From an optimization exercise on the open Yosys and OpenROAD flow, aimed at small area; shortcuts taken in it are not production practice. At most, simulation tests tie the RTL to the original design; equivalence was not proved. For run 1, only the layout was checked, not whether the RTL still works. No run shown here takes its clock network from TritonCTS; it comes from the design's own scripts or RTL. No driver is modelled on the clock port, so clock power and skew are understated where the tree is cut down; a real chip needs a root buffer or a tree. Power is estimated from default activity; no workload was simulated.

===== flow/flow/run.sh =====
#!/bin/bash
# Layout flow: ORFS's own steps through standard.sh, with
#  - synthesis: ORFS's synth script with an area-oriented ABC script
#    (flow/area.abc) and without the full/half-adder cell extraction; the
#    registers are those of the standard synthesis, only the mapping of the
#    logic between them differs,
#  - port buffers: the smallest buffer cell,
#  - clock tree (flow/cts.tcl): the clock port drives a few clock buffers,
#    each at the centre of a group of flip-flops, instead of an H-tree.
# Each step's full output goes to its own log file in this folder.
set -euo pipefail
W=$(pwd)
F=$W/flow

sed -e 's|log_cmd abc {\*}$abc_args|log_cmd abc -script $::env(FLOW_ABC_SCRIPT) {*}[lrange $abc_args 2 end]|' \
    "$FLOW_HOME/scripts/synth.tcl" > "$W/flow_synth.tcl"
grep -q 'FLOW_ABC_SCRIPT' "$W/flow_synth.tcl"
sed -e "s|source \$::env(SCRIPTS_DIR)/synth.tcl|source $W/flow_synth.tcl|" "$W/synth_recipe.tcl" > "$W/flow_synth_recipe.tcl"
grep -q 'flow_synth.tcl' "$W/flow_synth_recipe.tcl"
export FLOW_ABC_SCRIPT=$F/area.abc
export FLOW_CTS_NBUF=${FLOW_CTS_NBUF:-3}
export FLOW_CTS_BUF=${FLOW_CTS_BUF:-sky130_fd_sc_hd__clkbuf_16}
export FLOW_CLK_PORT=CLK

ARGS=(SYNTH_SCRIPT="$W/flow_synth_recipe.tcl" ADDER_MAP_FILE=
      BUFFER_PORTS_ARGS="-buffer_cell sky130_fd_sc_hd__buf_1")
bash standard.sh "${ARGS[@]}" synth > "$W/log_synth.txt" 2>&1
bash standard.sh "${ARGS[@]}" floorplan > "$W/log_floorplan.txt" 2>&1
bash standard.sh "${ARGS[@]}" place > "$W/log_place.txt" 2>&1
bash standard.sh "${ARGS[@]}" RUN_SCRIPT="$F/cts.tcl" RUN_LOG_NAME_STEM=4_1_cts run > "$W/log_cts.txt" 2>&1
R=$W/orfs/results/$FLOW_PLATFORM/taxi/base
test -f "$R/4_1_cts.odb" && test -f "$R/4_cts.sdc"
cp "$R/4_1_cts.odb" "$R/4_cts.odb"
touch "$R/4_cts.sdc"
bash standard.sh "${ARGS[@]}" route > "$W/log_route.txt" 2>&1
bash standard.sh "${ARGS[@]}" finish > "$W/log_finish.txt" 2>&1
test -f "$W/out/final.def"

===== flow/flow/area.abc =====
strash
&get -n
&fraig -x
&put
dc2
strash
&get -n
&dc2
&dch -f
&nf -R 1000 -p
&put

===== flow/flow/cts.tcl =====
# Clock tree: the clock port drives a few clock buffers, each placed at the
# centre of a group of nearby flip-flops and driving that group.
utl::set_metrics_stage "cts__{}"
source $::env(SCRIPTS_DIR)/load.tcl
erase_non_stage_variables cts
load_design 3_place.odb 3_place.sdc

set nbuf $::env(FLOW_CTS_NBUF)
set bufcell $::env(FLOW_CTS_BUF)
set block [ord::get_db_block]
set db [ord::get_db]
set clk_net [$block findNet $::env(FLOW_CLK_PORT)]
set sinks {}
foreach it [$clk_net getITerms] {
  if { [$it isInputSignal] } { lappend sinks $it }
}
puts "clock sinks: [llength $sinks]"
# sink locations
set pts {}
foreach it $sinks {
  set inst [$it getInst]
  set bb [$inst getBBox]
  lappend pts [list [expr {([$bb xMin] + [$bb xMax]) / 2.0}] [expr {([$bb yMin] + [$bb yMax]) / 2.0}]]
}
# k-means with deterministic start: sort by x, pick evenly spaced seeds
set n [llength $pts]
set order [lsort -real -index 0 [lmap p $pts {set p}]]
set cent {}
for {set k 0} {$k < $nbuf} {incr k} {
  lappend cent [lindex $order [expr {int(($k + 0.5) * $n / $nbuf)}]]
}
for {set iter 0} {$iter < 50} {incr iter} {
  set asg {}
  foreach p $pts {
    set best 0; set bd 1e30
    for {set k 0} {$k < $nbuf} {incr k} {
      set c [lindex $cent $k]
      set d [expr {abs([lindex $p 0] - [lindex $c 0]) + abs([lindex $p 1] - [lindex $c 1])}]
      if {$d < $bd} {set bd $d; set best $k}
    }
    lappend asg $best
  }
  set newc {}
  for {set k 0} {$k < $nbuf} {incr k} {
    set sx 0; set sy 0; set cnt 0
    foreach p $pts a $asg {
      if {$a == $k} {set sx [expr {$sx + [lindex $p 0]}]; set sy [expr {$sy + [lindex $p 1]}]; incr cnt}
    }
    if {$cnt > 0} {lappend newc [list [expr {$sx / $cnt}] [expr {$sy / $cnt}]]} else {lappend newc [lindex $cent $k]}
  }
  set cent $newc
}
set master [$db findMaster $bufcell]
for {set k 0} {$k < $nbuf} {incr k} {
  set inst [odb::dbInst_create $block $master "clkbuf_flow_$k"]
  set c [lindex $cent $k]
  $inst setLocation [expr {int([lindex $c 0])}] [expr {int([lindex $c 1])}]
  $inst setPlacementStatus PLACED
  set net [odb::dbNet_create $block "clknet_flow_$k"]
  $net setSigType CLOCK
  [$inst findITerm A] connect $clk_net
  [$inst findITerm X] connect $net
  set cnt 0
  foreach it $sinks a $asg {
    if {$a == $k} { $it disconnect; $it connect $net; incr cnt }
  }
  puts "clock buffer $k at $c drives $cnt sinks"
}
global_connect
set_propagated_clock [all_clocks]
estimate_parasitics -placement

set_placement_padding -global \
  -left $::env(CELL_PAD_IN_SITES_DETAIL_PLACEMENT) \
  -right $::env(CELL_PAD_IN_SITES_DETAIL_PLACEMENT)
detailed_placement
estimate_parasitics -placement
repair_timing_helper
detailed_placement
check_placement -verbose
report_metrics 4 "cts final"
orfs_write_db $::env(RESULTS_DIR)/4_1_cts.odb
orfs_write_sdc $::env(RESULTS_DIR)/4_cts.sdc

===== flow/standard.sh =====
#!/bin/bash
# synth_recipe.tcl (not shown) runs the flow's synth.tcl, then flattens the netlist and writes it again
# the make line also repeats each setting of config.mk as NAME=value (left out here)
make -C /OpenROAD-flow-scripts/flow DESIGN_CONFIG=/design/flow/config.mk WORK_HOME=/design/flow/orfs CLKGATE_MAP_FILE= SYNTH_SCRIPT=/design/flow/synth_recipe.tcl "${@:-finish}"

===== flow/config.mk =====
export PLATFORM = sky130hd
export DESIGN_NAME = taxi
export DESIGN_NICKNAME = taxi
export VERILOG_FILES = /design/flow/design.v
export SDC_FILE = /design/flow/constraint.sdc
export NUM_CORES = 8
export LEC_CHECK = 0
export CAP_MARGIN = 20
export CORE_MARGIN = 2
export CORE_UTILIZATION = 40
export SLEW_MARGIN = 20

===== flow/constraint.sdc =====
create_clock -name core_clock -period 10.0 [get_ports {CLK}]
set_input_delay 2.0000 -clock core_clock [delete_from_list [all_inputs] [get_ports {CLK}]]
set_output_delay 2.0000 -clock core_clock [all_outputs]
set_load 0.01 [all_outputs]

===== flow/design.v =====
`timescale 1ns / 1ps
module bcd_add (
    input [3:0] t, input [3:0] f, input cin,
    output [3:0] n, output cout
    );
wire k0, k1, k2, z4;
wire z0, z1, z2, z3;
assign z0 = t[0] ^ f[0] ^ cin;
assign k0 = (t[0] & f[0]) | (t[0] & cin) | (f[0] & cin);
assign z1 = t[1] ^ f[1] ^ k0;
assign k1 = (t[1] & f[1]) | (t[1] & k0) | (f[1] & k0);
assign z2 = t[2] ^ f[2] ^ k1;
assign k2 = (t[2] & f[2]) | (t[2] & k1) | (f[2] & k1);
assign z3 = t[3] ^ f[3] ^ k2;
assign z4 = (t[3] & f[3]) | (t[3] & k2) | (f[3] & k2);
assign cout = z4 | (z3 & (z2 | z1));
assign n[0] = z0;
assign n[1] = z1 ^ cout;
assign n[2] = z2 ^ (cout & ~z1);
assign n[3] = (z3 & ~cout) | (z4 & z1);
endmodule
module totals (
    input CLK, input RST, input add, input clr,
    input [3:0] one, input [3:0] two, input [3:0] three, input [3:0] four,
    output reg [3:0] t1, output reg [3:0] t2, output reg [3:0] t3, output reg [3:0] t4
    );
wire c4, c3, c2, c1;
wire [3:0] n1, n2, n3, n4;
bcd_add a4 (.t(t4), .f(four), .cin(1'b0), .n(n4), .cout(c4));
bcd_add a3 (.t(t3), .f(three), .cin(c4), .n(n3), .cout(c3));
bcd_add a2 (.t(t2), .f(two), .cin(c3), .n(n2), .cout(c2));
bcd_add a1 (.t(t1), .f(one), .cin(c2), .n(n1), .cout(c1));
wire en2 = ~(c4 & ~c3);
wire en1 = en2 & ~(c3 & ~c2);
wire ld2 = add & en2;
wire ld1 = add & en1;
wire h4 = ~add & ~clr;
wire h2 = ~ld2 & ~clr;
wire h1 = ~ld1 & ~clr;
always @(posedge CLK) begin
    t4 <= ({4{add}} & n4) | ({4{h4}} & t4);
    t3 <= ({4{add}} & n3) | ({4{h4}} & t3);
    t2 <= ({4{ld2}} & n2) | ({4{h2}} & t2);
    t1 <= ({4{ld1}} & n1) | ({4{h1}} & t1);
end
endmodule
module timebase (
    input CLK, input RST, input flag, input SW0,
    output kmark, output mmark, output base, output tier2
    );
reg [1:0] cnt2; reg [9:0] m; reg [3:0] km; reg [3:0] cnt3; reg [5:0] min;
wire drive = ~flag & ~SW0;
wire wait_ = ~flag & SW0;
wire mend = cnt2 == 2;
wire send = cnt3 == 14;
assign kmark = drive & mend & (m == 999);
assign mmark = wait_ & send & (min == 59);
assign base = km <= 3;
assign tier2 = km <= 10;
always @(posedge CLK) begin
    if (RST | flag) begin
        cnt2 <= 0; cnt3 <= 0; m <= 0; km <= 0;
    end else begin
        if (drive) begin
            if (mend) begin
                cnt2 <= 0;
                if (m == 999) begin
                    m <= 0;
                    if (km != 11) km <= km + 1;
                end else
                    m <= m + 1;
            end else
                cnt2 <= cnt2 + 1;
        end
        if (wait_) begin
            if (send) cnt3 <= 0;
            else cnt3 <= cnt3 + 1;
        end
    end
end
always @(posedge CLK) begin
    if (RST) min <= 0;
    else if (wait_ & send) min <= (min == 59) ? 0 : min + 1;
end
endmodule
module fare (
    input CLK, input RST, input flag,
    input kmark, input mmark, input base, input tier2,
    output reg [3:0] one, output reg [3:0] two, output reg [3:0] three, output reg [3:0] four,
    output reg [3:0] thousand
    );
wire clr = RST | flag;
wire setf = clr | (kmark & base);
wire inc = (kmark & ~base) | mmark;
wire p5 = mmark;
wire p6 = ~mmark & ~tier2;
wire [3:0] d = four;
wire s0 = d[0] ^ p5;
wire k0 = d[0] & p5;
wire s1 = d[1] ^ p6 ^ k0;
wire k1 = (d[1] & p6) | (d[1] & k0) | (p6 & k0);
wire s2 = ~(d[2] ^ k1);
wire k2 = d[2] | k1;
wire s3 = d[3] ^ k2;
wire s4 = d[3] & k2;
wire fc4 = s4 | (s3 & (s2 | s1));
wire [3:0] n4 = {(s3 & ~fc4) | (s4 & s1), s2 ^ (fc4 & ~s1), s1 ^ fc4, s0};
wire [3:0] u = three;
wire q1 = ~mmark;            
wire q0 = p6;                
wire z0 = u[0] ^ q0 ^ fc4;
wire j0 = (u[0] & q0) | (u[0] & fc4) | (q0 & fc4);
wire z1 = u[1] ^ q1 ^ j0;
wire j1 = (u[1] & q1) | (u[1] & j0) | (q1 & j0);
wire z2 = u[2] ^ j1;
wire j2 = u[2] & j1;
wire z3 = u[3] ^ j2;
wire z4 = u[3] & j2;
wire fc3 = z4 | (z3 & (z2 | z1));
wire [3:0] n3 = {(z3 & ~fc3) | (z4 & z1), z2 ^ (fc3 & ~z1), z1 ^ fc3, z0};
wire e2 = inc & fc3;
wire e1 = e2 & two[3] & two[0];
wire e0 = e1 & one[3] & one[0];
always @(posedge CLK) begin
    if (setf) begin
        four <= 0;
        three <= 0;
    end else if (inc) begin
        four <= n4;
        three <= n3;
    end
    if (setf) two <= 4'd1;
    else if (e2) two <= {two[3] ^ (two[0] & (two[3] | (two[1] & two[2]))),
                         two[2] ^ (two[0] & two[1]), two[1] ^ (two[0] & ~two[3]), ~two[0]};
    if (setf) one <= 4'd0;
    else if (e1) one <= {one[3] ^ (one[0] & (one[3] | (one[1] & one[2]))),
                         one[2] ^ (one[0] & one[1]), one[1] ^ (one[0] & ~one[3]), ~one[0]};
    if (clr) thousand <= 4'd0;
    else if (e0) thousand <= thousand + 1;
end
endmodule
module display (
    input CLK, input RST, input [1:0] SW, input BTN2, input flag,
    input [3:0] one, input [3:0] two, input [3:0] three, input [3:0] four,
    input [3:0] t1, input [3:0] t2, input [3:0] t3, input [3:0] t4,
    output [3:0] AN2, output [7:0] DISP1
    );
reg [2:0] cnt1;      
reg [4:0] count;     
reg off;             
reg [1:0] pos;       
reg [3:0] code;      
wire stepd = cnt1[2] & ~cnt1[1];
reg lit;
reg [1:0] k;
always @(*) begin
    case (SW)
        2'd0: begin lit = 1'b1;              k = count[1:0]; end
        2'd1: begin lit = ~count[0];         k = count[2:1]; end
        2'd2: begin lit = count[1:0] == 0;   k = count[3:2]; end
        default: begin lit = count[2:0] == 0; k = count[4:3]; end
    endcase
end
wire [3:0] d1 = BTN2 ? t1 : one;
wire [3:0] d2 = BTN2 ? t2 : two;
wire [3:0] d3 = BTN2 ? t3 : three;
wire [3:0] d4 = BTN2 ? t4 : four;
wire dash = ~BTN2 & flag;
wire z1 = d1 == 0;
wire z2 = d2 == 0;
wire blank = ~dash & z1 & (~k[1] & (~k[0] | z2));
wire [3:0] dsel = k[1] ? (k[0] ? d4 : d3) : (k[0] ? d2 : d1);
always @(posedge CLK) begin
    if (RST) cnt1 <= 3'b000;
    else cnt1 <= {cnt1[1:0], ~cnt1[2]};
    if (RST) begin
        count <= 0;
        off <= 1'b1;
    end else if (stepd) begin
        count <= count + 1;
        off <= ~lit | blank;
    end
    if (stepd) begin
        pos <= k;
        code <= dash ? 4'd15 : dsel;
    end
end
assign AN2[0] = off | pos[1] | pos[0];
assign AN2[1] = off | pos[1] | ~pos[0];
assign AN2[2] = off | ~pos[1] | pos[0];
assign AN2[3] = off | ~pos[1] | ~pos[0];
wire [3:0] c = code;
wire isdash = c[3] & c[2];
wire sa = (c[3] & c[2]) | (c[2] & ~c[1] & ~c[0]) | (~c[3] & ~c[2] & ~c[1] & c[0]);
wire sb = ~((~c[2]) | (~c[3] & c[1] & c[0]) | (~c[1] & ~c[0]));
wire sc = (c[3] & c[1]) | (~c[2] & c[1] & ~c[0]);
wire sd = (c[2] & ~c[1] & ~c[0]) | (c[2] & c[1] & c[0]) | (~c[3] & ~c[2] & ~c[1] & c[0]);
wire se = (c[0]) | (c[2] & ~c[1]);
wire sf = (~c[2] & c[1]) | (c[1] & c[0]) | (~c[3] & ~c[2] & c[0]);
wire sg = (~c[3] & c[2] & c[1] & c[0]) | (~c[3] & ~c[2] & ~c[1]);
assign DISP1 = {~pos[1] | pos[0] | isdash, sg, sf, se, sd, sc, sb, sa};
endmodule
module taxi(
    input CLK,           
    input RST,           
    input SW0,           
    input [1:0] SW,      
    input BTN1,          
    input BTN2,          
    input BTN3,          
    output [1:0] LD6_7,
    output [7:0] DISP1,
    output [3:0] AN1,
    output [3:0] LD0_3,
    output LD5
    );
reg BTN3_q;
reg flag;            
wire rise = BTN3 & ~BTN3_q;
always @(posedge CLK) begin
    BTN3_q <= BTN3 & ~RST;
    if (RST) flag <= 1'b0;
    else if (rise) flag <= ~flag;
end
wire [3:0] one, two, three, four, thousand;
wire [3:0] t1, t2, t3, t4;
wire kmark, mmark, base, tier2;
totals u_tot (.CLK(CLK), .RST(RST), .add(rise & ~flag & ~RST), .clr(RST | (rise & BTN1)),
    .one(one), .two(two), .three(three), .four(four),
    .t1(t1), .t2(t2), .t3(t3), .t4(t4));
timebase u_tb (.CLK(CLK), .RST(RST), .flag(flag), .SW0(SW0),
    .kmark(kmark), .mmark(mmark), .base(base), .tier2(tier2));
fare u_fare (.CLK(CLK), .RST(RST), .flag(flag), .kmark(kmark), .mmark(mmark),
    .base(base), .tier2(tier2),
    .one(one), .two(two), .three(three), .four(four), .thousand(thousand));
display u_disp (.CLK(CLK), .RST(RST), .SW(SW), .BTN2(BTN2), .flag(flag),
    .one(one), .two(two), .three(three), .four(four),
    .t1(t1), .t2(t2), .t3(t3), .t4(t4), .AN2(AN1), .DISP1(DISP1));
assign LD0_3 = thousand;
assign LD6_7 = SW;
assign LD5 = SW0;
endmodule

==> results of run 1 <==
-- layout make-up --
class | instances | area share (%)
Buffer | 3 | 1.701
Multi-Input combinational cell | 386 | 54.01
Tap cell | 136 | 3.856
Timing Repair Buffer | 28 | 2.552
Inverter | 8 | 0.6805
Sequential cell | 79 | 37.20
-- power groups by stage --
stage / clock network, W / logic, W / registers (W)
finish: 0.000136 / 0.0000382 / 0.000328
global route: 0.000150 / 0.0000430 / 0.000329
CTS: 0.000142 / 0.0000386 / 0.000328
detailed placement: 0 / 0.0000385 / 0.000335
global placement: 0 / 0.0000376 / 0.000335
floorplan: 0 / 0.0000274 / 0.000334
-- layer usage --
metal | GRT usage (%) | vias up
met2 | 27.05 | 46
met3 | 0.7421 | 5
met4 | 1.410 | 0
met1 | 18.18 | 1548
met5 | 0 | -
li1 | - | 1772
-- worst paths after layout --
kind                  startpoint              to  depth (start not counted)
setup / recovery  u_fare.four[1]     u_tot.t1[2]                         25
hold / removal    u_disp.cnt1[2]  u_disp.cnt1[0]                          1
setup reg to reg  u_fare.four[1]     u_tot.t1[2]                         25
hold reg to reg   u_disp.cnt1[2]  u_disp.cnt1[0]                          1
-- placed cells by master (no fill, tap or decap), drive strengths merged, types with 9 or more instances in the layout --
cell | netlist | routed
nand2b | 12 | 12
xnor2 | 29 | 29
nor2b | 11 | 11
buf | 10 | 28
nor2 | 53 | 53
nand2 | 39 | 39
a21oi | 39 | 39
mux2i | 10 | 10
and2 | 9 | 9
nor3 | 22 | 22
o21ai | 43 | 43
xor2 | 16 | 16
maj3 | 14 | 14
and3 | 15 | 15
dfxtp | 73 | 73
-- cells by family after synthesis --
group	share of synthesized area, %
fa+ha+maj	3.393
simple gates	22.27
buf+inv	2.545
compound gates	18.18
xor+xnor	9.542
flops	39.75
mux	4.332
-- worst max-delay path, delay by kind of cell, from the launching register on --
kind	cells	cell delay (ps)
compound gates	8	1870
xor+xnor	1	150
fa+ha+maj	12	4870
buf+inv	1	140
flops	1	370
simple gates	3	460
-- metrics by stage --
step	total power (W)	utilization, %	hold slack, ps	std cells	worst slack [ps]
floorplan	0.0003613	-	378.1	483	2684
global placement	0.0003728	42.59	394.1	637	2392
detailed placement	0.0003739	42.59	404.4	637	2136
global route	0.0005220	43.33	454.2	640	1549
finish	0.0005025	43.33	413.7	640	2068
==> results.sh, run 1 <==
export IMPL_synthTopCellsByArea="dfxtp_1 35%, xnor2_1 6.1%, o21ai_0 5.2%"
export IMPL_p_int_w=0.0003919
export IMPL_clkTransAtPathRegs_ps=100
export IMPL_met1_length_um=3943
export IMPL_arrival_ps=8030
export IMPL_grt_pass1_vias=3125
export IMPL_yosys_warnings=5
export IMPL_nFillCells=1057
export IMPL_initial_core_util_pct=40.55
export IMPL_fp_dieH_um=105.6
export IMPL_port_buffer_count=26
export IMPL_maxSlewHeadroom_pct=42.50
export IMPL_vias=3371
export IMPL_drtIter0Drc=191
export IMPL_ant_nets=0
export IMPL_post_dp_cell_area_mm2=0.004338
export IMPL_via_per_inst=5.267
export IMPL_place_gp_congestion=0.7972
export IMPL_syn_num_nets=491
export IMPL_pin_count=27
export IMPL_largestRegisters="u_tb.m (10), u_tb.min (6), u_disp.count (5)"
export IMPL_p_leak_nw=1.619
export IMPL_row_count=37
export IMPL_cp_slowest_stage_delay_ps=440
export IMPL_critPathKind="reg -> reg"
export IMPL_synth_async_reset_ratio_pct=0
export IMPL_area_growth_pct=6.846
export IMPL_synth_edf_count=6
export IMPL_antenna_found_initial=0
export IMPL_ys_types=45
export IMPL_ys_seq_area_share_pct=39.75
export IMPL_seqCellArea_mm2=0.001642
export IMPL_pwr_share_clk_pct=27.1
export IMPL_finalSetupTns_ps=0
export IMPL_yosysTopAreaCellShare_pct=35.38
export IMPL_first_pass_iters=4
export IMPL_design_core_area_mm2=0.01018
export IMPL_power_frac_comb_pct=7.6
export IMPL_finClkSkew_ps=7.074
export IMPL_netlist_area_mm2=0.004130
export IMPL_max_freq_ghz=0.1261
export IMPL_synth_seq_cells=79
export IMPL_gr_total_overflow=0
export IMPL_vdd_ir_drop_max_mv=0.07899
export IMPL_grt_pass1_wl_um=13740
export IMPL_power_density_mw_per_mm2=113.9
export IMPL_setup_viol=0
export IMPL_maxCapViolCount=0
export IMPL_grt_usage_pct=14.17
export IMPL_largest_register_ffs=10
export IMPL_p_sw_w=0.0001106
export IMPL_synthMostInstantiatedCell="dfxtp_1"
export IMPL_multi_input_area_mm2=0.002384
export IMPL_worst_pin_slew_ps=860.7
export IMPL_min_path_type="reg -> reg"
export IMPL_reg2reg_slack_ps=2070
export IMPL_cts_hold_repair_buffers=0
export IMPL_hold_violations=0
export IMPL_wl_um=8202
export IMPL_post_cts_buffers=0
export IMPL_min_period_over_period_pct=79.32
export IMPL_period_needed_ps=7932
export IMPL_hpwl_um=6150
export IMPL_end_kind="flop"
export IMPL_wl_per_cell_um=12.82
export IMPL_worstSkewPairLatency_ps=160
export IMPL_cts_resized=0
export IMPL_antenna_cells=0
export IMPL_path_max_fanout=7
export IMPL_swShare_pct=22.01
export IMPL_syn_inst=483
export IMPL_met3_length_um=211
export IMPL_synthFlopType="dfxtp_1"
export IMPL_synth_common_cells="73 x dfxtp_1, 53 x nor2_1, 43 x o21ai_0"
export IMPL_highest_layer="met4"
export IMPL_final_cell_area_mm2=0.004413
export IMPL_post_route_drc_count=0
export IMPL_cp_slowest_cell="maj3_1"
export IMPL_drv_slew=0
export IMPL_status="timing/DRC/antenna clean"
export IMPL_crit_path_frequent_cell="maj3_1"
export IMPL_seq_power_share_pct=65.3
export IMPL_grt_max_degree=29
export IMPL_rsz0062_at_grt="false"
export IMPL_die_w_um=105.6
export IMPL_synth_area_per_cell_um2=8.551
export IMPL_met2_length_um=3964
export IMPL_top_register="u_tb.m"
export IMPL_synth_top_area_cell="dfxtp_1"
export IMPL_startpoint_type="flop"
export IMPL_drive_gt1_share_pct=1.389
export IMPL_finalNetCount=514
export IMPL_critical_path_required_ps=10100
export IMPL_die_area_mm2=0.01115
==> inputs of run 2 (changes only) <==
--- a/flow/design.v
+++ b/flow/design.v
@@ -163,11 +163,10 @@
 end
-wire [3:0] d1 = BTN2 ? t1 : one;
-wire [3:0] d2 = BTN2 ? t2 : two;
-wire [3:0] d3 = BTN2 ? t3 : three;
-wire [3:0] d4 = BTN2 ? t4 : four;
 wire dash = ~BTN2 & flag;
-wire z1 = d1 == 0;
-wire z2 = d2 == 0;
-wire blank = ~dash & z1 & (~k[1] & (~k[0] | z2));
-wire [3:0] dsel = k[1] ? (k[0] ? d4 : d3) : (k[0] ? d2 : d1);
+wire f = ~BTN2 & ~flag;
+wire sf0 = f & ~k[1] & ~k[0], sf1 = f & ~k[1] & k[0], sf2 = f & k[1] & ~k[0], sf3 = f & k[1] & k[0];
+wire st0 = BTN2 & ~k[1] & ~k[0], st1 = BTN2 & ~k[1] & k[0], st2 = BTN2 & k[1] & ~k[0], st3 = BTN2 & k[1] & k[0];
+wire [3:0] dsel = ({4{sf0}} & one) | ({4{sf1}} & two) | ({4{sf2}} & three) | ({4{sf3}} & four) |
+                  ({4{st0}} & t1) | ({4{st1}} & t2) | ({4{st2}} & t3) | ({4{st3}} & t4) | {4{dash}};
+wire zf1 = one == 0, zf2 = two == 0, zt1 = t1 == 0, zt2 = t2 == 0;
+wire blank = (sf0 & zf1) | (sf1 & zf1 & zf2) | (st0 & zt1) | (st1 & zt1 & zt2);
 always @(posedge CLK) begin
@@ -184,3 +183,3 @@
         pos <= k;
-        code <= dash ? 4'd15 : dsel;
+        code <= dsel;
     end
==> results.sh, run 2 <==
export IMPL_status="timing/DRC/antenna clean"
export IMPL_gr_total_overflow=0
export IMPL_grt_pass1_wl_um=14880
export IMPL_synthFlopType="dfxtp_1"
export IMPL_startpoint_type="flop"
export IMPL_finish_utilization_pct=44.44
export IMPL_r2r_end="u_tot.t1[2]"
export IMPL_drtIter0Drc=307
export IMPL_pin_count=27
export IMPL_first_pass_iters=5
export IMPL_fp_dieH_um=105.0
export IMPL_wl_per_cell_um=13.69
export IMPL_synthMostInstantiatedCell="dfxtp_1"
export IMPL_p_total_w=0.0004951
export IMPL_die_area_mm2=0.01102
export IMPL_finalNetCount=508
export IMPL_min_path_type="reg -> reg"
export IMPL_netlist_area_mm2=0.004078
export IMPL_maxCapViolCount=0
export IMPL_row_count=36
export IMPL_syn_num_nets=484
export IMPL_clkTransAtPathRegs_ps=110
export IMPL_ys_seq_area_share_pct=40.26
export IMPL_vias=3460
export IMPL_critPathKind="reg -> reg"
export IMPL_top_register="u_tb.m"
export IMPL_layout_commonest_cell="dfxtp_1"
export IMPL_r2r_start="u_fare.four[1]"
export IMPL_hpwl_um=6615
export IMPL_drive_gt1_share_pct=1.606
export IMPL_synth_edf_count=6
export IMPL_synthTopCellsByArea="dfxtp_1 36%, xnor2_1 6.4%, a21oi_1 5.5%"
export IMPL_holdPathEnd="u_disp.cnt1[0]"
export IMPL_synth_common_cells="73 x dfxtp_1, 50 x nor2_1, 45 x a21oi_1"
export IMPL_cts_hold_repair_buffers=0
export IMPL_grt_max_degree=32
export IMPL_period_needed_ps=7989
export IMPL_maxSlewHeadroom_pct=40.17
export IMPL_hold_violations=0
export IMPL_p_leak_nw=1.543
export IMPL_synth_top_area_cell="dfxtp_1"
export IMPL_largestRegisters="u_tb.m (10), u_tb.min (6), u_disp.count (5)"
export IMPL_design_core_area_mm2=0.009819
export IMPL_critical_path_required_ps=10040
export IMPL_post_cts_buffers=0
export IMPL_ys_types=45
export IMPL_area_growth_pct=7.027
export IMPL_hold_path_startpoint="u_disp.cnt1[2]"
export IMPL_largest_register_ffs=10
export IMPL_wl_um=8639
export IMPL_via_per_inst=5.483
export IMPL_finClkSkew_ps=27.46
export IMPL_die_w_um=105.0
export IMPL_yosysTopAreaCellShare_pct=35.84
export IMPL_max_freq_ghz=0.1252
export IMPL_antenna_found_initial=0
export IMPL_min_period_over_period_pct=79.89
export IMPL_grt_pass1_vias=3167
export IMPL_setup_viol=0
export IMPL_mostFrequentLayoutCells="73 x dfxtp_1, 50 x nor2_1, 45 x a21oi_1"
export IMPL_port_buffer_count=26
export IMPL_yosys_warnings=5
export IMPL_hold_path_cell_count=1
export IMPL_synth_async_reset_ratio_pct=0
export IMPL_stdcell_count=631
export IMPL_cts_resized=0
export IMPL_worst_pin_slew_ps=897.4
export IMPL_grt_usage_pct=15.42
export IMPL_arrival_ps=8020
export IMPL_rsz0062_at_grt="false"
export IMPL_post_route_drc_count=0
export IMPL_synth_seq_cells=79
export IMPL_place_gp_congestion=0.8768
export IMPL_initial_core_util_pct=41.53
export IMPL_ff2ff_path_depth=25
export IMPL_antenna_cells=0
export IMPL_drv_slew=0
export IMPL_reg2reg_slack_ps=2010
export IMPL_vdd_ir_drop_max_mv=0.1169
export IMPL_worstSkewPairLatency_ps=170
export IMPL_syn_inst=476
export IMPL_synth_area_per_cell_um2=8.567
export IMPL_ant_nets=0
export IMPL_path_max_fanout=7
export IMPL_end_kind="flop"
export IMPL_dp_cells=628
export IMPL_finalSetupTns_ps=0
export IMPL_power_density_mw_per_mm2=113.5
[run 2: changes by cell type in the layout (fill, tap and decap cells not counted), sizes merged, moves of 5 or more]
cell / previous run / this run
a222oi: 0 / 8
mux2i: 10 / 0
a21oi: 39 / 45
o21ai: 43 / 38
[run 2: critical path, stage by stage (launching register included)]
cell and delay, ps:
dfxtp_1 370, nor2_1 150, o21ai_0 160, maj3_1 410, maj3_1 390, a21oi_1 440, clkinv_1 140, maj3_1 410
maj3_1 410, maj3_1 400, xnor2_1 230, a21o_1 120, nand2_1 160, maj3_1 440, maj3_1 400, maj3_1 410
maj3_1 390, a21oi_1 430, a21oi_1 200, maj3_1 430, maj3_1 410, maj3_1 390, a21oi_1 230, nand2b_1 150
xnor2_1 110, o21ai_0 80
[run 2: worst max-delay path by stage]
stage              startpoint     endpoint  cells after the start
6_report       u_fare.four[1]  u_tot.t1[2]                     25
4_1_cts        u_fare.four[1]  u_tot.t1[2]                     25
3_5_place_dp   u_fare.four[1]  u_tot.t1[2]                     25
5_1_grt        u_fare.four[1]  u_tot.t1[2]                     25
3_3_place_gp   u_fare.four[1]  u_tot.t1[2]                     25
2_1_floorplan  u_fare.four[1]  u_tot.t1[2]                     25
[run 2: power by group]
part           switching (W)  leakage (nW)  internal [W]
Combinational      0.0000230         0.859     0.0000123
Clock              0.0000765        0.0370     0.0000553
Sequential        0.00000528         0.647      0.000323
[run 2: cell families (layout without fill, tap and decap cells)]
family | Yosys count | count (layout) | share of synthesized area (%)
and+or+nand+nor | 192 | 192 | 23.72
xor gates and xnor gates | 42 | 42 | 9.021
muxes | 2 | 2 | 1.105
AOI/OAI and AO/OA | 133 | 133 | 20.25
buffers and inverters | 14 | 36 | 2.209
DFF | 79 | 79 | 40.26
adders and majority gates | 14 | 14 | 3.437
[run 2: final cells by class]
| cell class | count | area (µm²) |
|---|---|---|
| Fill cell | 1002 | 5455 |
| Multi-Input combinational cell | 383 | 2346 |
| Inverter | 4 | 15.01 |
| Timing Repair Buffer | 29 | 120.1 |
| Tap cell | 133 | 166.4 |
| Buffer | 3 | 75.07 |
| Sequential cell | 79 | 1642 |
[run 2: stage by stage]
step	setup slack [ps]	hold slack (ps)	cell area, µm²
floorplan	2674	378.1	4078
global placement	2399	391.2	4289
detailed placement	2075	397.2	4289
global route	1533	449.5	4364
finish	2011	419.5	4364
[run 2: metal layers]
layer	part of all wire, %	up-vias	global-route usage (%)
li1	-	1777	-
met2	48	67	27.37
met3	3.3	8	0.9357
met1	48	1608	21.29
met5	0	-	0
met4	0.86	0	1.619
==> inputs of run 3 (changes only) <==
--- a/flow/design.v
+++ b/flow/design.v
@@ -1,22 +1,2 @@
 `timescale 1ns / 1ps
-module bcd_add (
-    input [3:0] t, input [3:0] f, input cin,
-    output [3:0] n, output cout
-    );
-wire k0, k1, k2, z4;
-wire z0, z1, z2, z3;
-assign z0 = t[0] ^ f[0] ^ cin;
-assign k0 = (t[0] & f[0]) | (t[0] & cin) | (f[0] & cin);
-assign z1 = t[1] ^ f[1] ^ k0;
-assign k1 = (t[1] & f[1]) | (t[1] & k0) | (f[1] & k0);
-assign z2 = t[2] ^ f[2] ^ k1;
-assign k2 = (t[2] & f[2]) | (t[2] & k1) | (f[2] & k1);
-assign z3 = t[3] ^ f[3] ^ k2;
-assign z4 = (t[3] & f[3]) | (t[3] & k2) | (f[3] & k2);
-assign cout = z4 | (z3 & (z2 | z1));
-assign n[0] = z0;
-assign n[1] = z1 ^ cout;
-assign n[2] = z2 ^ (cout & ~z1);
-assign n[3] = (z3 & ~cout) | (z4 & z1);
-endmodule
 module totals (
@@ -26,8 +6,26 @@
     );
+function [4:0] bcd_add;
+    input [3:0] t;
+    input [3:0] f;
+    input cin;
+    reg k0, k1, k2, z0, z1, z2, z3, z4, co;
+    begin
+        z0 = t[0] ^ f[0] ^ cin;
+        k0 = (t[0] & f[0]) | (t[0] & cin) | (f[0] & cin);
+        z1 = t[1] ^ f[1] ^ k0;
+        k1 = (t[1] & f[1]) | (t[1] & k0) | (f[1] & k0);
+        z2 = t[2] ^ f[2] ^ k1;
+        k2 = (t[2] & f[2]) | (t[2] & k1) | (f[2] & k1);
+        z3 = t[3] ^ f[3] ^ k2;
+        z4 = (t[3] & f[3]) | (t[3] & k2) | (f[3] & k2);
+        co = z4 | (z3 & (z2 | z1));
+        bcd_add = {co, (z3 & ~co) | (z4 & z1), z2 ^ (co & ~z1), z1 ^ co, z0};
+    end
+endfunction
 wire c4, c3, c2, c1;
 wire [3:0] n1, n2, n3, n4;
-bcd_add a4 (.t(t4), .f(four), .cin(1'b0), .n(n4), .cout(c4));
-bcd_add a3 (.t(t3), .f(three), .cin(c4), .n(n3), .cout(c3));
-bcd_add a2 (.t(t2), .f(two), .cin(c3), .n(n2), .cout(c2));
-bcd_add a1 (.t(t1), .f(one), .cin(c2), .n(n1), .cout(c1));
+assign {c4, n4} = bcd_add(t4, four, 1'b0);
+assign {c3, n3} = bcd_add(t3, three, c4);
+assign {c2, n2} = bcd_add(t2, two, c3);
+assign {c1, n1} = bcd_add(t1, one, c2);
 wire en2 = ~(c4 & ~c3);
--- a/flow/flow/run.sh
+++ b/flow/flow/run.sh
@@ -25,3 +25,4 @@
 ARGS=(SYNTH_SCRIPT="$W/flow_synth_recipe.tcl" ADDER_MAP_FILE=
-      BUFFER_PORTS_ARGS="-buffer_cell sky130_fd_sc_hd__buf_1")
+      BUFFER_PORTS_ARGS="-buffer_cell sky130_fd_sc_hd__buf_1"
+      MIN_BUF_CELL_AND_PORTS="sky130_fd_sc_hd__buf_1 A X")
 bash standard.sh "${ARGS[@]}" synth > "$W/log_synth.txt" 2>&1
==> flow/flow/area.abc (replaced) <==
strash
&get -n
&fraig -x
&put
dc2
strash
&get -n
&deepsyn -T 60
&put
strash
&get -n
&dch -f
&nf -R 1000 -p
&put
--- a/flow/config.mk
+++ b/flow/config.mk
@@ -11 +11,2 @@
 export SLEW_MARGIN = 20
+export SYNTH_HIERARCHICAL = 1
==> results.sh, run 3 <==
export IMPL_pin_count=27
export IMPL_vias=3409
export IMPL_p_leak_nw=1.576
export IMPL_mostFrequentLayoutCells="73 x dfxtp_1, 57 x nor2_1, 47 x a21oi_1"
export IMPL_wl_per_cell_um=12.94
export IMPL_timing_hold_ws_ps=416.0
export IMPL_cts_hold_repair_buffers=0
export IMPL_synthFlopType="dfxtp_1"
export IMPL_critical_path_required_ps=10060
export IMPL_largestRegisters="u_tb.m (10), u_tb.min (6), u_disp.count (5)"
export IMPL_dp_cells=635
export IMPL_grt_max_degree=29
export IMPL_grt_pass1_vias=3063
export IMPL_netlist_area_mm2=0.003946
export IMPL_worstSkewPairLatency_ps=160
export IMPL_design_core_area_mm2=0.009684
export IMPL_end_kind="flop"
export IMPL_critPathKind="in -> reg"
export IMPL_arrival_ps=6720
export IMPL_synthMostInstantiatedCell="dfxtp_1"
export IMPL_largest_register_ffs=10
export IMPL_gr_total_overflow=0
export IMPL_top_register="u_tb.m"
export IMPL_status="timing/DRC/antenna clean"
export IMPL_initial_core_util_pct=40.75
export IMPL_synth_edf_count=6
export IMPL_setup_ws_ps=3338
export IMPL_synth_common_cells="73 x dfxtp_1, 57 x nor2_1, 47 x a21oi_1"
export IMPL_synth_async_reset_ratio_pct=0
export IMPL_antenna_found_initial=0
export IMPL_min_path_type="reg -> reg"
export IMPL_synth_area_per_cell_um2=8.153
export IMPL_rsz0062_at_grt="false"
export IMPL_setup_viol=0
export IMPL_yosysTopAreaCellShare_pct=37.03
export IMPL_finClkSkew_ps=15.06
export IMPL_yosys_warnings=11
export IMPL_hpwl_um=6229
export IMPL_min_period_over_period_pct=66.62
export IMPL_place_gp_congestion=0.8753
export IMPL_area_growth_pct=8.022
export IMPL_stdcell_count=638
export IMPL_row_count=36
export IMPL_finalSetupTns_ps=0
export IMPL_port_buffer_count=26
export IMPL_maxCapViolCount=0
export IMPL_synth_top_area_cell="dfxtp_1"
export IMPL_drtIter0Drc=113
export IMPL_hold_violations=0
export IMPL_syn_num_nets=492
export IMPL_period_needed_ps=6662
export IMPL_grt_usage_pct=15.59
export IMPL_nFillCells=990
export IMPL_wl_um=8257
export IMPL_ys_seq_area_share_pct=41.60
export IMPL_first_pass_iters=4
export IMPL_ys_types=46
export IMPL_via_per_inst=5.343
export IMPL_die_w_um=103.3
export IMPL_clkTransAtPathRegs_ps=100
export IMPL_ant_nets=0
export IMPL_power_density_mw_per_mm2=117.3
export IMPL_post_route_drc_count=0
export IMPL_drive_gt1_share_pct=0.9901
export IMPL_vdd_ir_drop_max_mv=0.08227
export IMPL_startpoint_type="input pin"
export IMPL_synth_seq_cells=79
export IMPL_antenna_cells=0
export IMPL_dpl_worst_slack_ps=3192
export IMPL_worst_pin_slew_ps=1026
export IMPL_grt_pass1_wl_um=13880
export IMPL_max_freq_ghz=0.1501
export IMPL_synthTopCellsByArea="dfxtp_1 37%, a21oi_1 6.0%, nor2_1 5.4%"
export IMPL_layout_commonest_cell="dfxtp_1"
export IMPL_cts_resized=0
export IMPL_maxSlewHeadroom_pct=31.58
export IMPL_path_max_fanout=11
export IMPL_drv_slew=0
export IMPL_die_area_mm2=0.01068
export IMPL_post_cts_buffers=0
export IMPL_finalNetCount=515
export IMPL_fp_dieH_um=103.3
export IMPL_syn_inst=484
[run 3: cell types whose count changed after synthesis, sizes merged, moves of 4 or more]
cell,delta
o21ai,+4
clkinv,+9
nor2,+7
a211oi,-4
nand4,+5
nor3,+5
maj3,-7
o21bai,+4
xnor2,-13
a222oi,-4
[run 3: final timing paths]
kind             startpoint                  to  slack, ps  cells after the start
min          u_disp.cnt1[2]      u_disp.cnt1[0]        420                      1
max reg2reg  u_fare.four[1]         u_tot.t1[1]       3400                     29
min reg2reg  u_disp.cnt1[2]      u_disp.cnt1[0]        420                      1
max                     SW0  u_fare.thousand[3]       3340                     24
[run 3: logic make-up (layout without fill, tap and decap cells)]
kind of cell / after synthesis / in the layout / share of synthesized area, %
adder cells (fa/ha/maj): 7 / 7 / 1.776
XOR/XNOR: 26 / 26 / 5.770
flip-flops: 79 / 79 / 41.60
multiplexers: 3 / 3 / 0.7926
buffers and inverters: 23 / 44 / 2.188
AND/OR/NAND/NOR: 206 / 206 / 26.00
AO/OA/AOI/OAI: 140 / 140 / 21.88
[run 3: per-module statistics from Yosys, one instance, submodules excluded]
module    cells inside  flip-flops and latches  area, µm²
timebase           112                      26      988.4
display            117                      15      945.9
fare               110                      20      872.1
taxi                12                       2      93.84
totals             133                      16       1046
[run 3: layout make-up]
type,count,area (µm²),share of cell area (%)
plain buffers,3,75.07,1.761
inverters,13,48.80,1.145
multi-input cells,382,2218,52.04
flip-flops and latches,79,1642,38.51
well taps,133,166.4,3.904
repair buffers,28,112.6,2.642
[run 3: critical path, cell delays in order]
cell and delay (ps):
buf_1 240, nand4_1 160, nor3_1 250, and3_1 260, nand4_1 130, nor2_1 450
o21ai_0 160, o21ai_0 220, nand2b_1 120, and2_0 180, nor2_1 90, nor3_1 70
o211ai_1 220, nand2b_1 170, o21ai_0 130, o21a_1 150, a211o_1 320, nand2b_1 190
nor2b_1 190, and2_0 300, and3_1 240, and2_0 250, and3_1 180, nor3_1 50
[run 3: per-layer routing]
metal	vias to the layer above	track usage, %	part of all wire (%)
li1	1797	-	-
met1	1552	20.50	47
met2	51	28.42	48
met3	9	1.008	3.3
met4	0	2.935	1.7
met5	-	0	0
[run 3: metrics by stage]
step                 power, W  utilization (%)  area (µm²)
finish              0.0005001            44.02        4263
global route        0.0005220            44.02        4263
detailed placement  0.0003730            43.24        4188
global placement    0.0003723            43.24        4188
floorplan           0.0003605                -        3946
[run 3: where the power goes]
| group | internal, W | leakage, nW | switching [W] |
|---|---|---|---|
| Combinational | 0.0000139 | 0.892 | 0.0000233 |
| Clock | 0.0000554 | 0.0370 | 0.0000793 |
| Sequential | 0.000323 | 0.647 | 0.00000522 |
==> inputs of run 4 (changes only) <==
--- a/flow/design.v
+++ b/flow/design.v
@@ -48,35 +48,32 @@
     );
-reg [1:0] cnt2; reg [9:0] m; reg [3:0] km; reg [3:0] cnt3; reg [5:0] min;
+reg [1:0] cnt2;      
+reg [9:0] m;         
+reg [3:0] km;
+reg [3:0] cnt3;      
+reg [5:0] min;       
+wire clr = RST | flag;
 wire drive = ~flag & ~SW0;
 wire wait_ = ~flag & SW0;
-wire mend = cnt2 == 2;
-wire send = cnt3 == 14;
-assign kmark = drive & mend & (m == 999);
-assign mmark = wait_ & send & (min == 59);
-assign base = km <= 3;
-assign tier2 = km <= 10;
-always @(posedge CLK) begin
-    if (RST | flag) begin
-        cnt2 <= 0; cnt3 <= 0; m <= 0; km <= 0;
-    end else begin
-        if (drive) begin
-            if (mend) begin
-                cnt2 <= 0;
-                if (m == 999) begin
-                    m <= 0;
-                    if (km != 11) km <= km + 1;
-                end else
-                    m <= m + 1;
-            end else
-                cnt2 <= cnt2 + 1;
-        end
-        if (wait_) begin
-            if (send) cnt3 <= 0;
-            else cnt3 <= cnt3 + 1;
-        end
-    end
-end
-always @(posedge CLK) begin
-    if (RST) min <= 0;
-    else if (wait_ & send) min <= (min == 59) ? 0 : min + 1;
+wire mend = cnt2[1];
+wire send = cnt3 == 4'b1000;
+wire m_end = m == 10'b1010110010;
+wire min_end = min == 6'b010100;
+wire mstep = drive & mend;
+wire kstep = mstep & m_end;
+wire sstep = wait_ & send;
+assign kmark = kstep;
+assign mmark = sstep & min_end;
+assign base = ~km[3] & ~km[2];
+assign tier2 = ~(km[3] & km[1] & km[0]);
+always @(posedge CLK) begin
+    if (clr) cnt2 <= 0;
+    else if (drive) cnt2 <= {cnt2[0], ~cnt2[0] & ~cnt2[1]};
+    if (clr | kstep) m <= 0;
+    else if (mstep) m <= {m[8:0], ~(m[9] ^ m[6])};
+    if (clr) km <= 0;
+    else if (kstep & tier2) km <= km + 1;
+    if (clr) cnt3 <= 0;
+    else if (wait_) cnt3 <= {cnt3[2:0], ~(cnt3[3] ^ cnt3[2])};
+    if (RST | (sstep & min_end)) min <= 0;
+    else if (sstep) min <= {min[4:0], ~(min[5] ^ min[4])};
 end
==> results.sh, run 4 <==
export IMPL_status="timing/DRC/antenna clean"
export IMPL_nFillCells=953
export IMPL_largestRegisters="u_tb.m (10), u_tb.min (6), u_disp.count (5)"
export IMPL_grt_pass1_vias=3096
export IMPL_synth_adder_area_share_pct=1.805
export IMPL_power_frac_comb_pct=7.6
export IMPL_min_period_over_period_pct=65.47
export IMPL_vias=3361
export IMPL_die_area_mm2=0.01051
export IMPL_ys_types=46
export IMPL_crit_path_frequent_cell="maj3_1"
export IMPL_synthMuxAreaShare_pct=0.8057
export IMPL_arrival_ps=6600
export IMPL_synth_area_per_cell_um2=8.459
export IMPL_grt_usage_pct=16.12
export IMPL_syn_inst=459
export IMPL_netlist_area_mm2=0.003882
export IMPL_setup_viol=0
export IMPL_post_route_drc_count=0
export IMPL_min_path_type="reg -> reg"
export IMPL_cp_slowest_cell="dfxtp_1"
export IMPL_via_per_inst=5.510
export IMPL_initial_core_util_pct=41.62
export IMPL_drive_gt1_share_pct=1.247
export IMPL_vdd_ir_drop_max_mv=0.09174
export IMPL_startpoint_type="flop"
export IMPL_setup_ws_ps=3453
export IMPL_drv_slew=0
export IMPL_drtIter0Drc=172
export IMPL_die_w_um=102.5
export IMPL_period_needed_ps=6547
export IMPL_synth_common_cells="73 x dfxtp_1, 46 x nor2_1, 41 x nand2_1"
export IMPL_seqCellArea_mm2=0.001642
export IMPL_first_pass_iters=6
export IMPL_dpl_worst_slack_ps=3479
export IMPL_r2r_start="u_fare.four[1]"
export IMPL_multi_input_area_mm2=0.002155
export IMPL_yosysTopAreaCellShare_pct=37.64
export IMPL_maxCapViolCount=0
export IMPL_cp_slowest_stage_delay_ps=460
export IMPL_synth_compound_area_share_pct=23.59
export IMPL_finClkSkew_ps=8.706
export IMPL_worst_pin_slew_ps=884.6
export IMPL_mostFrequentLayoutCells="73 x dfxtp_1, 46 x nor2_1, 41 x nand2_1"
export IMPL_cts_resized=0
export IMPL_end_kind="flop"
export IMPL_area_growth_pct=8.218
export IMPL_pin_count=27
export IMPL_synthMostInstantiatedCell="dfxtp_1"
export IMPL_place_gp_congestion=0.9079
export IMPL_crit_start="u_fare.four[1]"
export IMPL_worstSkewPairLatency_ps=160
export IMPL_antenna_cells=0
export IMPL_wl_per_cell_um=13.54
export IMPL_synth_top_family_by_area="simple AND/OR/NAND/NOR gates"
export IMPL_port_buffer_count=26
export IMPL_ys_seq_area_share_pct=42.28
export IMPL_synth_top_area_cell="dfxtp_1"
export IMPL_layout_commonest_cell="dfxtp_1"
export IMPL_largest_register_ffs=10
export IMPL_grt_max_degree=30
export IMPL_top_register="u_tb.m"
export IMPL_synth_seq_cells=79
export IMPL_path_max_fanout=6
export IMPL_synthTopCellsByArea="dfxtp_1 38%, a22o_1 6.1%, a21oi_1 5.0%"
export IMPL_maxSlewHeadroom_pct=40.90
export IMPL_ant_nets=0
export IMPL_hpwl_um=6221
export IMPL_max_freq_ghz=0.1527
export IMPL_critPathKind="reg -> reg"
export IMPL_cts_hold_repair_buffers=0
export IMPL_pwr_share_clk_pct=26.5
export IMPL_critical_path_required_ps=10050
export IMPL_rsz0062_at_grt="false"
export IMPL_post_cts_buffers=0
export IMPL_wl_um=8260
export IMPL_swShare_pct=21.30
export IMPL_antenna_found_initial=0
export IMPL_p_leak_nw=1.544
export IMPL_finalSetupTns_ps=0
export IMPL_gr_total_overflow=0
export IMPL_power_density_mw_per_mm2=118.6
export IMPL_fp_dieH_um=102.5
export IMPL_synthXorXnorAreaFrac_pct=5.640
export IMPL_clkTransAtPathRegs_ps=100
export IMPL_p_sw_w=0.0001062
export IMPL_hold_violations=0
export IMPL_synth_simple_area_share_pct=23.65
export IMPL_hold_path_startpoint="u_disp.cnt1[2]"
export IMPL_grt_pass1_wl_um=14180
export IMPL_synthFlopType="dfxtp_1"
export IMPL_synth_edf_count=6
export IMPL_finalNetCount=491
export IMPL_design_core_area_mm2=0.009328
export IMPL_p_int_w=0.0003923
export IMPL_seq_power_share_pct=65.9
export IMPL_synth_async_reset_ratio_pct=0
export IMPL_row_count=35
export IMPL_syn_num_nets=467
export IMPL_yosys_warnings=11
run 4: cell types whose count changed in the layout (fill, tap and decap cells not counted), moves of 2 or more:
cell and change:
a22o_1 +18, nor2_1 -11, a21oi_1 -8, and3_1 -6
nor3_1 -6, and2_0 -4, o21ai_0 -4, nand2b_1 -3
o21a_1 -3, a31oi_1 -2, nand2_1 +2, nand4_1 -2
nor2b_1 +2
run 4: final timing paths:
check        cells after the start  slack, ps        endpoint
max                             29       3450     u_tot.t1[1]
min                              1        420  u_disp.cnt1[0]
max reg2reg                     29       3450     u_tot.t1[1]
min reg2reg                      1        420  u_disp.cnt1[0]
run 4: kinds of logic after synthesis:
logic type               after synthesis
AO/OA/AOI/OAI                        140
XOR/XNOR                              25
adder cells (fa/ha/maj)                7
buffers and inverters                 23
flip-flops                            79
multiplexers                           3
AND/OR/NAND/NOR                      182
run 4: layer usage:
metal	wire [µm]	share of wire [%]	GRT usage (%)
met1	3909	47	21.80
met5	0	0	0
met2	3776	46	28.10
met3	376	4.6	1.559
met4	197	2.4	3.385
run 4: per-stage QoR:
step	std cells	power [W]	hold slack [ps]	cell area, µm²	utilization (%)
finish	610	0.0004985	418.7	4202	45.04
global route	610	0.0005221	436.1	4202	45.04
detailed placement	607	0.0003733	405.0	4126	44.24
global placement	607	0.0003729	400.1	4126	44.24
floorplan	459	0.0003605	381.0	3882	-
run 4: per-module statistics from Yosys, one instance, submodules excluded:
| module | copies in the design | cells |
|---|---|---|
| totals | 1 | 133 |
| display | 1 | 117 |
| timebase | 1 | 87 |
| fare | 1 | 110 |
| taxi | 1 | 12 |
run 4: worst max-delay path, delay by kind of cell, from the launching register on:
kind,cells,cell delay (ps)
and+or+nand+nor,8,1030
AOI/OAI and AO/OA,12,1910
xor gates and xnor gates,1,180
adders and majority gates,7,2780
buffers and inverters,1,70
DFF,1,460
run 4: layout make-up:
cell class,instances,share of cell area [%]
timing repair buffer,29,2.859
buffer,3,1.787
multi-input combinational,357,51.28
sequential,79,39.07
tap,129,3.842
inverter,13,1.161
run 4: power groups by stage:
stage | Sequential (W) | Clock, W | Combinational, W
2_1_floorplan | 0.000334 | 0 | 0.0000267
3_3_place_gp | 0.000336 | 0 | 0.0000374
3_5_place_dp | 0.000336 | 0 | 0.0000377
4_1_cts | 0.000328 | 0.000139 | 0.0000378
5_1_grt | 0.000329 | 0.000149 | 0.0000433
6_report | 0.000328 | 0.000132 | 0.0000377
==> inputs of run 5 (changes only) <==
--- a/flow/config.mk
+++ b/flow/config.mk
@@ -7,6 +7,6 @@
 export LEC_CHECK = 0
-export CAP_MARGIN = 20
+export CAP_MARGIN = 0
 export CORE_MARGIN = 2
 export CORE_UTILIZATION = 40
-export SLEW_MARGIN = 20
+export SLEW_MARGIN = 0
 export SYNTH_HIERARCHICAL = 1
==> results.sh, run 5 <==
export IMPL_status="timing/DRC/antenna clean"
export IMPL_worst_pin_slew_ps=884.6
export IMPL_p_int_w=0.0003923
export IMPL_worstSkewPairLatency_ps=160
export IMPL_dpl_worst_slack_ps=3479
export IMPL_startpoint_type="flop"
export IMPL_critical_path_required_ps=10050
export IMPL_layout_commonest_cell="dfxtp_1"
export IMPL_die_area_mm2=0.01051
export IMPL_power_density_mw_per_mm2=118.6
export IMPL_die_w_um=102.5
export IMPL_design_core_area_mm2=0.009328
export IMPL_finalSetupTns_ps=0
export IMPL_pwr_share_clk_pct=26.5
export IMPL_min_path_type="reg -> reg"
export IMPL_vdd_ir_drop_max_mv=0.09174
export IMPL_yosysTopAreaCellShare_pct=37.64
export IMPL_path_max_fanout=6
export IMPL_grt_pass1_vias=3096
export IMPL_syn_num_nets=467
export IMPL_largestRegisters="u_tb.m (10), u_tb.min (6), u_disp.count (5)"
export IMPL_mostFrequentLayoutCells="73 x dfxtp_1, 46 x nor2_1, 41 x nand2_1"
export IMPL_largest_register_ffs=10
export IMPL_initial_core_util_pct=41.62
export IMPL_max_freq_ghz=0.1527
export IMPL_first_pass_iters=6
export IMPL_hold_violations=0
export IMPL_syn_inst=459
export IMPL_antenna_cells=0
export IMPL_cts_resized=0
export IMPL_synth_edf_count=6
export IMPL_min_period_over_period_pct=65.47
export IMPL_netlist_area_mm2=0.003882
export IMPL_maxCapViolCount=0
export IMPL_pin_count=27
export IMPL_synthFlopType="dfxtp_1"
export IMPL_critPathKind="reg -> reg"
export IMPL_top_register="u_tb.m"
export IMPL_synth_top_area_cell="dfxtp_1"
export IMPL_met3_length_um=376
export IMPL_drv_slew=0
export IMPL_seq_power_share_pct=65.9
export IMPL_p_leak_nw=1.544
export IMPL_post_route_drc_count=0
export IMPL_ys_seq_area_share_pct=42.28
export IMPL_fp_dieH_um=102.5
export IMPL_p_total_w=0.0004985
export IMPL_grt_usage_pct=16.12
export IMPL_grt_pass1_wl_um=14180
export IMPL_vias=3361
export IMPL_p_sw_w=0.0001062
export IMPL_antenna_found_initial=0
export IMPL_hpwl_um=6221
export IMPL_cp_slowest_stage_delay_ps=460
export IMPL_wl_um=8260
export IMPL_maxSlewHeadroom_pct=40.90
export IMPL_met1_length_um=3909
export IMPL_finalNetCount=491
export IMPL_setup_viol=0
export IMPL_synth_common_cells="73 x dfxtp_1, 46 x nor2_1, 41 x nand2_1"
export IMPL_synth_async_reset_ratio_pct=0
export IMPL_area_growth_pct=8.218
export IMPL_synthTopCellsByArea="dfxtp_1 38%, a22o_1 6.1%, a21oi_1 5.0%"
export IMPL_met2_length_um=3776
export IMPL_synth_area_per_cell_um2=8.459
export IMPL_rsz0062_at_grt="false"
export IMPL_arrival_ps=6600
export IMPL_setup_ws_ps=3453
export IMPL_grt_max_degree=30
export IMPL_synthMostInstantiatedCell="dfxtp_1"
export IMPL_highest_layer="met4"
export IMPL_gr_total_overflow=0
export IMPL_period_needed_ps=6547
export IMPL_post_cts_buffers=0
export IMPL_wl_per_cell_um=13.54
export IMPL_synth_seq_cells=79
export IMPL_end_kind="flop"
export IMPL_ant_nets=0
export IMPL_via_per_inst=5.510
export IMPL_ys_types=46
export IMPL_crit_path_frequent_cell="maj3_1"
export IMPL_clkTransAtPathRegs_ps=100
export IMPL_drtIter0Drc=172
export IMPL_port_buffer_count=26
export IMPL_finish_utilization_pct=45.04
export IMPL_place_gp_congestion=0.9079
export IMPL_cp_slowest_cell="dfxtp_1"
export IMPL_cts_hold_repair_buffers=0
export IMPL_yosys_warnings=11
export IMPL_finClkSkew_ps=8.706
export IMPL_nFillCells=953
export IMPL_power_frac_comb_pct=7.6
export IMPL_drive_gt1_share_pct=1.247
export IMPL_row_count=35
export IMPL_swShare_pct=21.30
==> run 5: area by class of cell <==
class	count	area, µm²	area share (%)
Timing Repair Buffer	29	120.1	2.859
Sequential cell	79	1642	39.07
Buffer	3	75.07	1.787
Multi-Input combinational cell	357	2155	51.28
Inverter	13	48.80	1.161
Tap cell	129	161.4	3.842
==> run 5: metrics by stage <==
stage	hold slack [ps]	std cells	instance area (µm²)
detailed placement	405.0	607	4126
global placement	400.1	607	4126
global route	436.1	610	4202
floorplan	381.0	459	3882
finish	418.7	610	4202
==> run 5: power by group through the flow <==
| stage | sequential (W) | combinational, W | clock, W |
|---|---|---|---|
| 3_3_place_gp | 0.000336 | 0.0000374 | 0 |
| 5_1_grt | 0.000329 | 0.0000433 | 0.000149 |
| 4_1_cts | 0.000328 | 0.0000378 | 0.000139 |
| 6_report | 0.000328 | 0.0000377 | 0.000132 |
| 2_1_floorplan | 0.000334 | 0.0000267 | 0 |
| 3_5_place_dp | 0.000336 | 0.0000377 | 0 |
==> run 5: Yosys stat by module, one instance, submodules excluded <==
module    cells inside  flip-flops and latches  area (µm²)  times used
display            117                      15       945.9           1
fare               110                      20       872.1           1
taxi                12                       2       93.84           1
timebase            87                      26       924.6           1
totals             133                      16        1046           1
==> run 5: logic make-up after synthesis <==
logic type	synth area share [%]
AOI/OAI and AO/OA	23.59
adders and majority gates	1.805
xor gates and xnor gates	5.640
muxes	0.8057
DFF	42.28
buffers and inverters	2.224
and+or+nand+nor	23.66
==> run 5: final timing paths <==
path	startpoint	cells past startpoint	slack, ps	end
worst min register to register	u_disp.cnt1[2]	1	420	u_disp.cnt1[0]
worst max register to register	u_fare.four[1]	29	3450	u_tot.t1[1]
worst max-delay path	u_fare.four[1]	29	3450	u_tot.t1[1]
worst min-delay path	u_disp.cnt1[2]	1	420	u_disp.cnt1[0]
==> run 5: metal layers <==
metal  track usage (%)  up-vias
met4             3.385        0
met3             1.559       17
met1             21.80     1536
li1                  -     1722
met2             28.10       86
met5                 0        -
==> run 5: worst max-delay path, delay by kind of cell, from the launching register on <==
kind | cells | cell delay, ps
adder cells (fa/ha/maj) | 7 | 2780
AO/OA/AOI/OAI | 12 | 1910
AND/OR/NAND/NOR | 8 | 1030
flip-flops | 1 | 460
XOR/XNOR | 1 | 180
buffers and inverters | 1 | 70
==> inputs of run 6 (changes only) <==
--- a/flow/flow/run.sh
+++ b/flow/flow/run.sh
@@ -21,3 +21,3 @@
 export FLOW_CTS_NBUF=${FLOW_CTS_NBUF:-3}
-export FLOW_CTS_BUF=${FLOW_CTS_BUF:-sky130_fd_sc_hd__clkbuf_16}
+export FLOW_CTS_BUF=${FLOW_CTS_BUF:-sky130_fd_sc_hd__buf_12}
 export FLOW_CLK_PORT=CLK
--- a/flow/config.mk
+++ b/flow/config.mk
@@ -7,6 +7,6 @@
 export LEC_CHECK = 0
-export CAP_MARGIN = 0
+export CAP_MARGIN = 20
 export CORE_MARGIN = 2
 export CORE_UTILIZATION = 40
-export SLEW_MARGIN = 0
+export SLEW_MARGIN = 20
 export SYNTH_HIERARCHICAL = 1
==> results.sh, run 6 <==
export IMPL_status="timing/DRC/antenna clean"
export IMPL_die_w_um=102.5
export IMPL_vias=3351
export IMPL_r2r_end="u_tot.t1[1]"
export IMPL_synth_edf_count=6
export IMPL_largestRegisters="u_tb.m (10), u_tb.min (6), u_disp.count (5)"
export IMPL_ys_types=46
export IMPL_min_path_type="reg -> reg"
export IMPL_synthMostInstantiatedCell="dfxtp_1"
export IMPL_post_cts_buffers=0
export IMPL_worstSkewPairLatency_ps=140
export IMPL_startpoint_type="flop"
export IMPL_cts_resized=0
export IMPL_drv_slew=0
export IMPL_yosys_warnings=11
export IMPL_maxCapViolCount=0
export IMPL_yosysTopAreaCellShare_pct=37.64
export IMPL_vdd_ir_drop_max_mv=0.08956
export IMPL_synthFlopType="dfxtp_1"
export IMPL_syn_num_nets=467
export IMPL_via_per_inst=5.493
export IMPL_min_period_over_period_pct=65.63
export IMPL_wl_um=8306
export IMPL_hold_path_cell_count=1
export IMPL_end_kind="flop"
export IMPL_nFillCells=957
export IMPL_clkTransAtPathRegs_ps=100
export IMPL_synth_top_area_cell="dfxtp_1"
export IMPL_rsz0062_at_grt="false"
export IMPL_grt_pass1_wl_um=14180
export IMPL_p_leak_nw=1.535
export IMPL_antenna_cells=0
export IMPL_ff2ff_path_depth=29
export IMPL_r2r_start="u_fare.four[1]"
export IMPL_design_core_area_mm2=0.009328
export IMPL_place_gp_congestion=0.9079
export IMPL_max_freq_ghz=0.1524
export IMPL_multi_input_area_mm2=0.002155
export IMPL_initial_core_util_pct=41.62
export IMPL_die_area_mm2=0.01051
export IMPL_mostFrequentLayoutCells="73 x dfxtp_1, 46 x nor2_1, 41 x nand2_1"
export IMPL_power_density_mw_per_mm2=117.8
export IMPL_grt_pass1_vias=3096
export IMPL_ant_nets=0
export IMPL_synth_seq_cells=79
export IMPL_fp_dieH_um=102.5
export IMPL_syn_inst=459
export IMPL_gr_total_overflow=0
export IMPL_setup_viol=0
export IMPL_path_max_fanout=6
export IMPL_grt_usage_pct=16.12
export IMPL_antenna_found_initial=0
export IMPL_maxSlewHeadroom_pct=41.46
export IMPL_port_buffer_count=26
export IMPL_finalSetupTns_ps=0
export IMPL_largest_register_ffs=10
export IMPL_grt_max_degree=30
export IMPL_netlist_area_mm2=0.003882
export IMPL_drive_gt1_share_pct=1.247
export IMPL_synthTopCellsByArea="dfxtp_1 38%, a22o_1 6.1%, a21oi_1 5.0%"
export IMPL_wl_per_cell_um=13.62
export IMPL_pin_count=27
export IMPL_post_route_drc_count=0
export IMPL_synth_async_reset_ratio_pct=0
export IMPL_seqCellArea_mm2=0.001642
export IMPL_synth_area_per_cell_um2=8.459
export IMPL_crit_path_frequent_cell="maj3_1"
export IMPL_cts_hold_repair_buffers=0
export IMPL_finClkSkew_ps=13.74
export IMPL_cp_slowest_cell="dfxtp_1"
export IMPL_critical_path_required_ps=10030
export IMPL_arrival_ps=6590
export IMPL_hold_violations=0
export IMPL_top_register="u_tb.m"
export IMPL_finish_utilization_pct=44.88
export IMPL_cp_slowest_stage_delay_ps=470
export IMPL_first_pass_iters=5
export IMPL_synth_common_cells="73 x dfxtp_1, 46 x nor2_1, 41 x nand2_1"
export IMPL_row_count=35
export IMPL_drtIter0Drc=163
export IMPL_ys_seq_area_share_pct=42.28
export IMPL_critPathKind="reg -> reg"
export IMPL_finalNetCount=491
export IMPL_period_needed_ps=6563
export IMPL_worst_pin_slew_ps=876.4
export IMPL_holdPathEnd="u_disp.cnt1[0]"
export IMPL_reg2reg_slack_ps=3440
export IMPL_hpwl_um=6221
export IMPL_hold_path_startpoint="u_disp.cnt1[2]"
export IMPL_layout_commonest_cell="dfxtp_1"
export IMPL_area_growth_pct=7.831
run 6: cell type report:
| class | instances | share of cell area, % |
|---|---|---|
| Multi-Input combinational cell | 357 | 51.46 |
| Sequential cell | 79 | 39.21 |
| Tap cell | 129 | 3.855 |
| Timing Repair Buffer | 29 | 2.869 |
| Buffer | 3 | 1.435 |
| Inverter | 13 | 1.166 |
run 6: power breakdown:
part | leakage [nW] | internal, W | total [W] | switching, W
combinational | 0.860 | 0.0000138 | 0.0000377 | 0.0000239
sequential | 0.647 | 0.000323 | 0.000328 | 0.00000530
clock | 0.0282 | 0.0000490 | 0.000127 | 0.0000782
run 6: through the flow:
step | hold WS [ps] | std cells | power [W] | instance area (µm²) | setup slack, ps
floorplan | 381.0 | 459 | 0.0003605 | 3882 | 4027
global placement | 400.1 | 607 | 0.0003729 | 4126 | 3540
detailed placement | 405.0 | 607 | 0.0003733 | 4126 | 3479
global route | 436.9 | 610 | 0.0005149 | 4187 | 2881
finish | 420.0 | 610 | 0.0004933 | 4187 | 3437
run 6: critical path, delay by kind of cell (launching register included):
| family | cells | cell delay, ps |
|---|---|---|
| fa+ha+maj | 7 | 2780 |
| compound gates | 12 | 1930 |
| simple gates | 8 | 1030 |
| flops | 1 | 470 |
| xor+xnor | 1 | 180 |
| buf+inv | 1 | 70 |
run 6: worst max path at each step:
stage                   startpoint  slack, ps                 end
floorplan           u_fare.four[1]       4030         u_tot.t1[1]
global placement               SW0       3540  u_fare.thousand[3]
detailed placement             SW0       3480  u_fare.thousand[3]
CTS                 u_fare.four[1]       3460         u_tot.t1[1]
global route        u_fare.four[1]       2880         u_tot.t1[1]
finish              u_fare.four[1]       3440         u_tot.t1[1]
run 6: cells by family (layout without fill, tap and decap cells):
group	after synthesis	after routing	share of synthesized area (%)
and+or+nand+nor	182	182	23.66
AOI/OAI and AO/OA	140	140	23.59
DFF	79	79	42.28
xor gates and xnor gates	25	25	5.640
buffers and inverters	23	45	2.224
adders and majority gates	7	7	1.805
muxes	3	3	0.8057
run 6: layer usage:
metal  vias to the layer above  part of all wire, %  global-route usage, %
li1                       1718                    -                      -
met1                      1536                   47                  21.80
met2                        82                   46                  28.10
met3                        15                  4.2                  1.559
met4                         0                  2.3                  3.385
met5                         -                    0                      0
run 6: Yosys stat by module (local to each module, per instance):
module / cell area (µm²) / copies in the design / cells / flops+latches
totals: 1046 / 1 / 133 / 16
display: 945.9 / 1 / 117 / 15
timebase: 924.6 / 1 / 87 / 26
fare: 872.1 / 1 / 110 / 20
taxi: 93.84 / 1 / 12 / 2

[static timing again, ports no longer ideal]
No port has a modelled driver above. Below, the same layouts with a new extraction and two added sets of constraints.
Step 1 (the two cells are an assumption about what drives the block):
set clk [get_ports {CLK}]
set_driving_cell -lib_cell sky130_fd_sc_hd__clkbuf_16 $clk
set_driving_cell -lib_cell sky130_fd_sc_hd__buf_2 [delete_from_list [all_inputs] $clk]
Step 2 moves the port delays by t, midway between the first and last clock arrival at a register: inputs arrive t later, outputs are due t later. That takes back most of the time a late clock gives input paths.
Slacks: ideal ports / drivers / drivers and shift; pairs: ideal ports / drivers.
run | shift t [ns] | setup slack, ns | worst setup path after step 2 | worst data-port slew with drivers (ns) | cell pins on the clock port's net
run 1 | 0.225 | 2.068 / 2.068 / 2.068 | register to register | 0.03 | 3
run 2 | 0.220 | 2.011 / 2.011 / 2.011 | register to register | 0.03 | 3
run 3 | 0.222 | 3.338 / 3.382 / 3.160 | input to register | 0.03 | 3
run 4 | 0.225 | 3.453 / 3.453 / 3.453 | register to register | 0.03 | 3
run 5 | 0.225 | 3.453 / 3.453 / 3.453 | register to register | 0.03 | 3
run 6 | 0.206 | 3.437 / 3.437 / 3.437 | register to register | 0.03 | 3
After both steps every run listed still meets setup and hold. For run 3, which loses most, drivers alone change the setup slack by +0.044 ns; drivers and shift together by -0.178 ns.
